Background: an optimization exercise with open tools, aiming at small area and a short achievable clock period. Do not read the settings as production practice. RTL that was checked went through simulation tests only; none was proved equivalent to the original. Power and IR drop assume default switching activity.

==> inputs of exp/ember <==
==> flow/design.v <==
module barrel_shifter (
    input  logic        i_clk,
    input  logic        i_signed,
    input  logic        i_shift_left,
    input  logic [4:0]  i_shift_amt,
    input  logic [31:0] i_data,
    output logic [31:0] o_data
);
    logic left, s4, fill, fill_n, cm_n, left_nf;
    assign left = i_shift_left;
    assign s4   = i_shift_amt[4];
    assign fill = i_signed & i_data[31];
    logic sr0, sr1, sr0_n, sl0_n, ch;
    logic [1:0] cm;       
    logic [1:0] sl1_n;    
    bs_nor2  u_sr0   (.a(left), .b(s4), .y(sr0));
    bs_andn  u_sr1   (.a(s4), .b_n(left), .y(sr1));
    bs_or2   u_sr0_n (.a(left), .b(s4), .y(sr0_n));
    bs_nand2 u_sl0_n (.a(left), .b(s4), .y(sl0_n));
    bs_orn   u_sl1_n0 (.a(s4), .b_n(left), .y(sl1_n[0]));
    bs_orn   u_sl1_n1 (.a(s4), .b_n(left), .y(sl1_n[1]));
    bs_inv    u_left_nf (.a(left), .y(left_nf));
    bs_nand3  u_cm_n (.a(left_nf), .b(i_signed), .c(i_data[31]), .y(cm_n));
    bs_nand2  u_cm0  (.a(s4), .b(cm_n), .y(cm[0]));
    bs_nand2  u_cm1  (.a(s4), .b(cm_n), .y(cm[1]));
    bs_nand2  u_fl_n (.a(i_signed), .b(i_data[31]), .y(fill_n));
    bs_nand2  u_ch   (.a(left_nf), .b(fill_n), .y(ch));
    logic [3:0] ax, ax_n, a, a_n;
    for (genvar t = 0; t < 4; t++) begin : g_sel
        bs_xor2  u_x  (.a(i_shift_amt[t]), .b(left), .y(ax[t]));
        bs_xnor2 u_xn (.a(i_shift_amt[t]), .b(left), .y(ax_n[t]));
        bs_inv   u_a  (.a(ax_n[t]), .y(a[t]));
        bs_inv   u_an (.a(ax[t]),   .y(a_n[t]));
    end
    logic [46:0] v16_n;
    logic [38:0] v8;
    logic [34:0] v4_n;
    logic [32:0] v2;
    logic [31:0] res_n;
    logic [31:0] q_n;
    for (genvar i = 0; i < 15; i++) begin : g_s16_lo
        bs_aoi22 u (.a(i_data[i]), .sa(sr0), .b(i_data[i+16]), .sb(sr1), .y(v16_n[i]));
    end
    assign v16_n[15] = ~((i_data[15] & ~left & ~s4) | (i_data[31] & ~left & s4) | (i_data[0] & left & ~s4));
    for (genvar i = 16; i < 31; i++) begin : g_s16_mid
        bs_oai221 u (.a(i_data[i]), .sa_n(sr0_n), .b(i_data[i-15]), .sb_n(sl1_n[0]),
                     .c(cm[(i-16)/8]), .y(v16_n[i]));
    end
    assign v16_n[31] = ~((i_data[31] & ~left & ~s4) | (fill & ~left & s4) | (i_data[0] & left & s4)
                         | (i_data[16] & left & ~s4));
    for (genvar i = 32; i < 47; i++) begin : g_s16_hi
        bs_oai221 u (.a(i_data[i-31]), .sa_n(sl0_n), .b(i_data[i-15]), .sb_n(sl1_n[1]),
                     .c(ch), .y(v16_n[i]));
    end
    for (genvar i = 0; i < 39; i++) begin : g_s8
        bs_mux_n u (.a(v16_n[i]), .sa_n(a[3]), .b(v16_n[i+8]), .sb_n(a_n[3]), .y(v8[i]));
    end
    for (genvar i = 0; i < 35; i++) begin : g_s4
        bs_mux_n u (.a(v8[i]), .sa_n(a[2]), .b(v8[i+4]), .sb_n(a_n[2]), .y(v4_n[i]));
    end
    for (genvar i = 0; i < 33; i++) begin : g_s2
        bs_mux_n u (.a(v4_n[i]), .sa_n(a[1]), .b(v4_n[i+2]), .sb_n(a_n[1]), .y(v2[i]));
    end
    for (genvar i = 0; i < 32; i++) begin : g_s1
        bs_mux_n u (.a(v2[i]), .sa_n(a[0]), .b(v2[i+1]), .sb_n(a_n[0]), .y(res_n[i]));
    end
    always_ff @(posedge i_clk) q_n <= res_n;
    assign o_data = ~q_n;
endmodule
module bs_mux_n (input logic a, sa_n, b, sb_n, output logic y);
    assign y = ~((a | sa_n) & (b | sb_n));
endmodule
module bs_aoi22 (input logic a, sa, b, sb, output logic y);
    assign y = ~((a & sa) | (b & sb));
endmodule
module bs_oai221 (input logic a, sa_n, b, sb_n, c, output logic y);
    assign y = ~((a | sa_n) & (b | sb_n) & c);
endmodule
module bs_inv (input logic a, output logic y);
    assign y = ~a;
endmodule
module bs_nor2 (input logic a, b, output logic y);
    assign y = ~(a | b);
endmodule
module bs_or2 (input logic a, b, output logic y);
    assign y = a | b;
endmodule
module bs_nand2 (input logic a, b, output logic y);
    assign y = ~(a & b);
endmodule
module bs_andn (input logic a, b_n, output logic y);
    assign y = a & ~b_n;
endmodule
module bs_orn (input logic a, b_n, output logic y);
    assign y = a | ~b_n;
endmodule
module bs_xor2 (input logic a, b, output logic y);
    assign y = a ^ b;
endmodule
module bs_xnor2 (input logic a, b, output logic y);
    assign y = ~(a ^ b);
endmodule
module bs_nand3 (input logic a, b, c, output logic y);
    assign y = ~(a & b & c);
endmodule
==> flow/flow/run.sh <==
#!/bin/bash
set -e
here=$(pwd)
export BUFFER_PORTS_ARGS="-buffer_cell sky130_fd_sc_hd__buf_1"
export POST_FLOORPLAN_TCL="$here/flow/post_floorplan.tcl"
export PRE_RESIZE_TCL="$here/flow/pre_resize.tcl"
# the standard CTS arguments, plus -dont_use_dummy_load
export CTS_ARGS="-sink_clustering_enable -repair_clock_nets -dont_use_dummy_load"
bash standard.sh > standard.log 2>&1
==> flow/flow/post_floorplan.tcl <==
# Synthesis maps some shifter-stage cells at drive strength 2; each drives
# only two gates, so use drive strength 1.
foreach inst [[ord::get_db_block] getInsts] {
  set m [[$inst getMaster] getName]
  if { [regexp {^sky130_fd_sc_hd__(a22oi|a221oi|o221ai|o22ai)_[24]$} $m -> base] } {
    $inst swapMaster [[ord::get_db] findMaster "sky130_fd_sc_hd__${base}_1"]
  }
}
==> flow/flow/pre_resize.tcl <==
# Size each combinational driver by the load it drives: the shifter's select
# lines and the input buffers of the control ports drive 10 to 40 gates, the
# data path only 2. Loads count 1 per pin, 3 per pin of a cell of drive 4 or
# more. Gates are sized first, then the input buffers, so that the buffers see
# the final gate sizes. Flip-flops are left alone.
set db [ord::get_db]
proc load_of { inst } {
  foreach it [$inst getITerms] {
    if { [$it isOutputSignal] } {
      set net [$it getNet]
      if { $net == "NULL" } { return 0 }
      set n [llength [$net getBTerms]]
      foreach l [$net getITerms] {
        if { [$l isOutputSignal] } { continue }
        if { [regexp {_([0-9]+)$} [[[$l getInst] getMaster] getName] -> s] && $s >= 4 } {
          incr n 3
        } else {
          incr n
        }
      }
      return $n
    }
  }
  return 0
}
proc size_inst { inst } {
  set caps {1 3 2 6 4 20 6 30 8 1000}
  set m [[$inst getMaster] getName]
  if { ![regexp {^sky130_fd_sc_hd__([a-z0-9]+)_([0-9]+)$} $m -> base size] } { return }
  if { [string match "df*" $base] || [string match "tap*" $base] || [string match "clk*" $base] } { return }
  set fo [load_of $inst]
  set best ""
  foreach {s cap} $caps {
    set cand [[ord::get_db] findMaster "sky130_fd_sc_hd__${base}_$s"]
    if { $cand == "NULL" } { continue }
    set best $cand
    if { $fo <= $cap } { break }
  }
  if { $best != "" && [$best getName] != $m } {
    puts "resize [$inst getName]: $m -> [$best getName] (load $fo)"
    $inst swapMaster $best
  }
}
set bufs {}
foreach inst [[ord::get_db_block] getInsts] {
  if { [string match "input*" [$inst getName]] } {
    lappend bufs $inst
  } else {
    size_inst $inst
  }
}
foreach inst $bufs { size_inst $inst }
==> flow/standard.sh <==
#!/bin/bash
# synth_recipe.tcl (not shown) runs the flow's synth.tcl, then flattens the netlist and writes it again
# the make line also repeats each setting of config.mk as NAME=value (left out here)
make -C /OpenROAD-flow-scripts/flow DESIGN_CONFIG=/design/flow/config.mk WORK_HOME=/design/flow/orfs CLKGATE_MAP_FILE= SYNTH_SCRIPT=/design/flow/synth_recipe.tcl "${@:-finish}"
==> flow/config.mk <==
export PLATFORM = sky130hd
export DESIGN_NAME = barrel_shifter
export DESIGN_NICKNAME = barrel_shifter
export VERILOG_FILES = /design/flow/design.v
export SDC_FILE = /design/flow/constraint.sdc
export NUM_CORES = 4
export LEC_CHECK = 0
export CAP_MARGIN = 20
export CORE_MARGIN = 2
export CORE_UTILIZATION = 65
export GPL_TIMING_DRIVEN = 0
export SLEW_MARGIN = 20
export SYNTH_HIERARCHICAL = 1
export SYNTH_MINIMUM_KEEP_SIZE = 0
==> flow/constraint.sdc <==
create_clock -name core_clock -period 3.5 [get_ports {i_clk}]
set_input_delay 0.7000 -clock core_clock [delete_from_list [all_inputs] [get_ports {i_clk}]]
set_output_delay 0.7000 -clock core_clock [all_outputs]
set_load 0.01 [all_outputs]
==> inputs of exp/garnet, as changes to exp/ember <==
--- a/flow/design.v
+++ b/flow/design.v
@@ -7,10 +7,9 @@
     output logic [31:0] o_data
 );
-    logic left, s4, fill, fill_n, cm_n, left_nf;
+    logic left, s4, fill, fill_n, cm_n;
     assign left = i_shift_left;
     assign s4   = i_shift_amt[4];
     assign fill = i_signed & i_data[31];
-    logic sr0, sr1, sr0_n, sl0_n, ch;
-    logic [1:0] cm;       
+    logic sr0, sr1, sr0_n, sl0_n, cm, ch;
     logic [1:0] sl1_n;    
     bs_nor2  u_sr0   (.a(left), .b(s4), .y(sr0));
@@ -20,16 +19,12 @@
     bs_orn   u_sl1_n0 (.a(s4), .b_n(left), .y(sl1_n[0]));
     bs_orn   u_sl1_n1 (.a(s4), .b_n(left), .y(sl1_n[1]));
-    bs_inv    u_left_nf (.a(left), .y(left_nf));
-    bs_nand3  u_cm_n (.a(left_nf), .b(i_signed), .c(i_data[31]), .y(cm_n));
-    bs_nand2  u_cm0  (.a(s4), .b(cm_n), .y(cm[0]));
-    bs_nand2  u_cm1  (.a(s4), .b(cm_n), .y(cm[1]));
+    bs_nand3b u_cm_n (.a_n(left), .b(i_signed), .c(i_data[31]), .y(cm_n));
+    bs_nand2  u_cm   (.a(s4), .b(cm_n), .y(cm));
     bs_nand2  u_fl_n (.a(i_signed), .b(i_data[31]), .y(fill_n));
-    bs_nand2  u_ch   (.a(left_nf), .b(fill_n), .y(ch));
-    logic [3:0] ax, ax_n, a, a_n;
+    bs_nand2b u_ch   (.a_n(left), .b(fill_n), .y(ch));
+    logic [3:0] a, a_n;
     for (genvar t = 0; t < 4; t++) begin : g_sel
-        bs_xor2  u_x  (.a(i_shift_amt[t]), .b(left), .y(ax[t]));
-        bs_xnor2 u_xn (.a(i_shift_amt[t]), .b(left), .y(ax_n[t]));
-        bs_inv   u_a  (.a(ax_n[t]), .y(a[t]));
-        bs_inv   u_an (.a(ax[t]),   .y(a_n[t]));
+        bs_xor2  u_a  (.a(i_shift_amt[t]), .b(left), .y(a[t]));
+        bs_xnor2 u_an (.a(i_shift_amt[t]), .b(left), .y(a_n[t]));
     end
     logic [46:0] v16_n;
@@ -45,5 +40,5 @@
     for (genvar i = 16; i < 31; i++) begin : g_s16_mid
         bs_oai221 u (.a(i_data[i]), .sa_n(sr0_n), .b(i_data[i-15]), .sb_n(sl1_n[0]),
-                     .c(cm[(i-16)/8]), .y(v16_n[i]));
+                     .c(cm), .y(v16_n[i]));
     end
     assign v16_n[31] = ~((i_data[31] & ~left & ~s4) | (fill & ~left & s4) | (i_data[0] & left & s4)
@@ -101,5 +96,8 @@
     assign y = ~(a ^ b);
 endmodule
-module bs_nand3 (input logic a, b, c, output logic y);
-    assign y = ~(a & b & c);
+module bs_nand3b (input logic a_n, b, c, output logic y);
+    assign y = ~(~a_n & b & c);
 endmodule
+module bs_nand2b (input logic a_n, b, output logic y);
+    assign y = ~(~a_n & b);
+endmodule
==> flow/flow/run.sh (replaced) <==
#!/bin/bash
set -e
here=$(pwd)
export BUFFER_PORTS_ARGS="-buffer_cell sky130_fd_sc_hd__buf_1"
export POST_FLOORPLAN_TCL="$here/flow/post_floorplan.tcl"
export PRE_RESIZE_TCL="$here/flow/pre_resize.tcl"
bash standard.sh > standard.log 2>&1
==> flow/flow/post_floorplan.tcl (replaced) <==
# Size every gate by its load (the shifter stages drive two gates and end up
# at drive strength 1; the select lines drive 15 to 39 gates).
source [file join [file dirname [info script]] sizing.tcl]
size_insts [[ord::get_db_block] getInsts]
==> flow/flow/pre_resize.tcl (replaced) <==
# Size the input port buffers (buf_1 from buffer_ports) by their loads.
source [file join [file dirname [info script]] sizing.tcl]
set bufs {}
foreach inst [[ord::get_db_block] getInsts] {
  if { [string match "input*" [$inst getName]] } { lappend bufs $inst }
}
size_insts $bufs
==> flow/flow/sizing.tcl (new file) <==
# Drive-strength sizing by load, used by post_floorplan.tcl and
# pre_resize.tcl. The load of a driver counts each input pin it drives by
# half the drive strength of that pin's cell, rounded up (a rough stand-in
# for its input capacitance), and each output port as 1.
proc load_of { inst } {
  foreach it [$inst getITerms] {
    if { [$it isOutputSignal] } {
      set net [$it getNet]
      if { $net == "NULL" } { return 0 }
      set n [llength [$net getBTerms]]
      foreach l [$net getITerms] {
        if { [$l isOutputSignal] } { continue }
        if { [regexp {_([0-9]+)$} [[[$l getInst] getMaster] getName] -> s] && $s > 1 } {
          incr n [expr { ($s + 1) / 2 }]
        } else {
          incr n
        }
      }
      return $n
    }
  }
  return 0
}
# Smallest drive strength whose capacity covers the load.
proc size_inst { inst } {
  set caps {1 3 2 6 4 20 6 30 8 1000}
  set m [[$inst getMaster] getName]
  if { ![regexp {^sky130_fd_sc_hd__([a-z0-9]+)_([0-9]+)$} $m -> base size] } { return }
  if { [string match "df*" $base] || [string match "tap*" $base] || [string match "clk*" $base] } { return }
  set fo [load_of $inst]
  set best ""
  foreach {s cap} $caps {
    set cand [[ord::get_db] findMaster "sky130_fd_sc_hd__${base}_$s"]
    if { $cand == "NULL" } { continue }
    set best $cand
    if { $fo <= $cap } { break }
  }
  if { $best != "" && [$best getName] != $m } {
    puts "resize [$inst getName]: $m -> [$best getName] (load $fo)"
    $inst swapMaster $best
  }
}
# Size the given instances, those with the largest loads first so that
# their drivers see their final sizes (two passes).
proc size_insts { insts } {
  for {set pass 0} {$pass < 2} {incr pass} {
    foreach inst $insts { size_inst $inst }
  }
}
--- a/flow/config.mk
+++ b/flow/config.mk
@@ -8,5 +8,5 @@
 export CAP_MARGIN = 20
 export CORE_MARGIN = 2
-export CORE_UTILIZATION = 65
+export CORE_UTILIZATION = 75
 export GPL_TIMING_DRIVEN = 0
 export SLEW_MARGIN = 20
==> inputs of exp/onyx, as changes to exp/ember <==
--- a/flow/design.v
+++ b/flow/design.v
@@ -7,23 +7,18 @@
     output logic [31:0] o_data
 );
-    logic left, s4, fill, fill_n, cm_n, left_nf;
+    logic left, s4, fill, fill_n, cm_n;
     assign left = i_shift_left;
     assign s4   = i_shift_amt[4];
     assign fill = i_signed & i_data[31];
-    logic sr0, sr1, sr0_n, sl0_n, ch;
-    logic [1:0] cm;       
-    logic [1:0] sl1_n;    
+    logic sr0, sr1, sr0_n, sl0_n, sl1_n, cm, ch;
     bs_nor2  u_sr0   (.a(left), .b(s4), .y(sr0));
     bs_andn  u_sr1   (.a(s4), .b_n(left), .y(sr1));
     bs_or2   u_sr0_n (.a(left), .b(s4), .y(sr0_n));
     bs_nand2 u_sl0_n (.a(left), .b(s4), .y(sl0_n));
-    bs_orn   u_sl1_n0 (.a(s4), .b_n(left), .y(sl1_n[0]));
-    bs_orn   u_sl1_n1 (.a(s4), .b_n(left), .y(sl1_n[1]));
-    bs_inv    u_left_nf (.a(left), .y(left_nf));
-    bs_nand3  u_cm_n (.a(left_nf), .b(i_signed), .c(i_data[31]), .y(cm_n));
-    bs_nand2  u_cm0  (.a(s4), .b(cm_n), .y(cm[0]));
-    bs_nand2  u_cm1  (.a(s4), .b(cm_n), .y(cm[1]));
+    bs_orn   u_sl1_n (.a(s4), .b_n(left), .y(sl1_n));
+    bs_nand3b u_cm_n (.a_n(left), .b(i_signed), .c(i_data[31]), .y(cm_n));
+    bs_nand2  u_cm   (.a(s4), .b(cm_n), .y(cm));
     bs_nand2  u_fl_n (.a(i_signed), .b(i_data[31]), .y(fill_n));
-    bs_nand2  u_ch   (.a(left_nf), .b(fill_n), .y(ch));
+    bs_nand2b u_ch   (.a_n(left), .b(fill_n), .y(ch));
     logic [3:0] ax, ax_n, a, a_n;
     for (genvar t = 0; t < 4; t++) begin : g_sel
@@ -44,11 +39,11 @@
     assign v16_n[15] = ~((i_data[15] & ~left & ~s4) | (i_data[31] & ~left & s4) | (i_data[0] & left & ~s4));
     for (genvar i = 16; i < 31; i++) begin : g_s16_mid
-        bs_oai221 u (.a(i_data[i]), .sa_n(sr0_n), .b(i_data[i-15]), .sb_n(sl1_n[0]),
-                     .c(cm[(i-16)/8]), .y(v16_n[i]));
+        bs_oai221 u (.a(i_data[i]), .sa_n(sr0_n), .b(i_data[i-15]), .sb_n(sl1_n),
+                     .c(cm), .y(v16_n[i]));
     end
     assign v16_n[31] = ~((i_data[31] & ~left & ~s4) | (fill & ~left & s4) | (i_data[0] & left & s4)
                          | (i_data[16] & left & ~s4));
     for (genvar i = 32; i < 47; i++) begin : g_s16_hi
-        bs_oai221 u (.a(i_data[i-31]), .sa_n(sl0_n), .b(i_data[i-15]), .sb_n(sl1_n[1]),
+        bs_oai221 u (.a(i_data[i-31]), .sa_n(sl0_n), .b(i_data[i-15]), .sb_n(sl1_n),
                      .c(ch), .y(v16_n[i]));
     end
@@ -101,5 +96,8 @@
     assign y = ~(a ^ b);
 endmodule
-module bs_nand3 (input logic a, b, c, output logic y);
-    assign y = ~(a & b & c);
+module bs_nand3b (input logic a_n, b, c, output logic y);
+    assign y = ~(~a_n & b & c);
 endmodule
+module bs_nand2b (input logic a_n, b, output logic y);
+    assign y = ~(~a_n & b);
+endmodule
==> summary of the runs <==
Between exp/onyx and exp/ember, the lower routed wire length is in exp/onyx (gap about 1.5%, measured against exp/ember). In exp/ember the total power is larger than in exp/onyx, by 0.34%. In non-clock buffer count, exp/onyx and exp/ember do not differ. Of exp/onyx and exp/ember, exp/ember has the higher synthesized cell count (gap about 1%, measured against exp/ember). Of exp/onyx and exp/ember, exp/ember has the higher design area (gap 1.0%, measured against exp/ember). In count of clock-buffer cells in the layout, exp/ember and exp/onyx do not differ. In via count, exp/ember and exp/onyx hardly differ. Against exp/ember, the fmax of exp/onyx is larger by 3.9%. exp/garnet aborted during 3_3_place_gp. exp/onyx completed with no timing, DRC or antenna violations. exp/ember went through all stages and came out clean. In exp/onyx the final cell count is smaller than in exp/ember, by 0.74%.
For exp/ember and exp/garnet, only the layout was checked, not whether the RTL still works.

-- static timing again, ports no longer ideal --
How much do the figures lean on ideal ports? The routed layouts below were timed once more, with nothing changed but the port constraints. Step 1 sets driving cells, clkbuf_16 on the clock port and buf_2 on the other inputs (assumed; they add their load-dependent delay and slew). Step 2 also shifts input and output timing later by t, the mid clock arrival at the registers, as if the neighbouring blocks saw the same clock. a / b / c = no drivers / after step 1 / after step 2; a / b = the first two.
run	t, ns	setup slack, ns	hold WS [ns]
exp/ember	0.306	1.273 / 1.259 / 0.952	1.020 / 1.011 / 1.137
exp/onyx	0.310	1.356 / 1.348 / 1.038	1.039 / 1.032 / 1.134
After both steps every run listed still meets setup and hold. The setup slack of exp/ember, which loses most, moves by -0.014 ns with the drivers and by -0.321 ns with both steps.
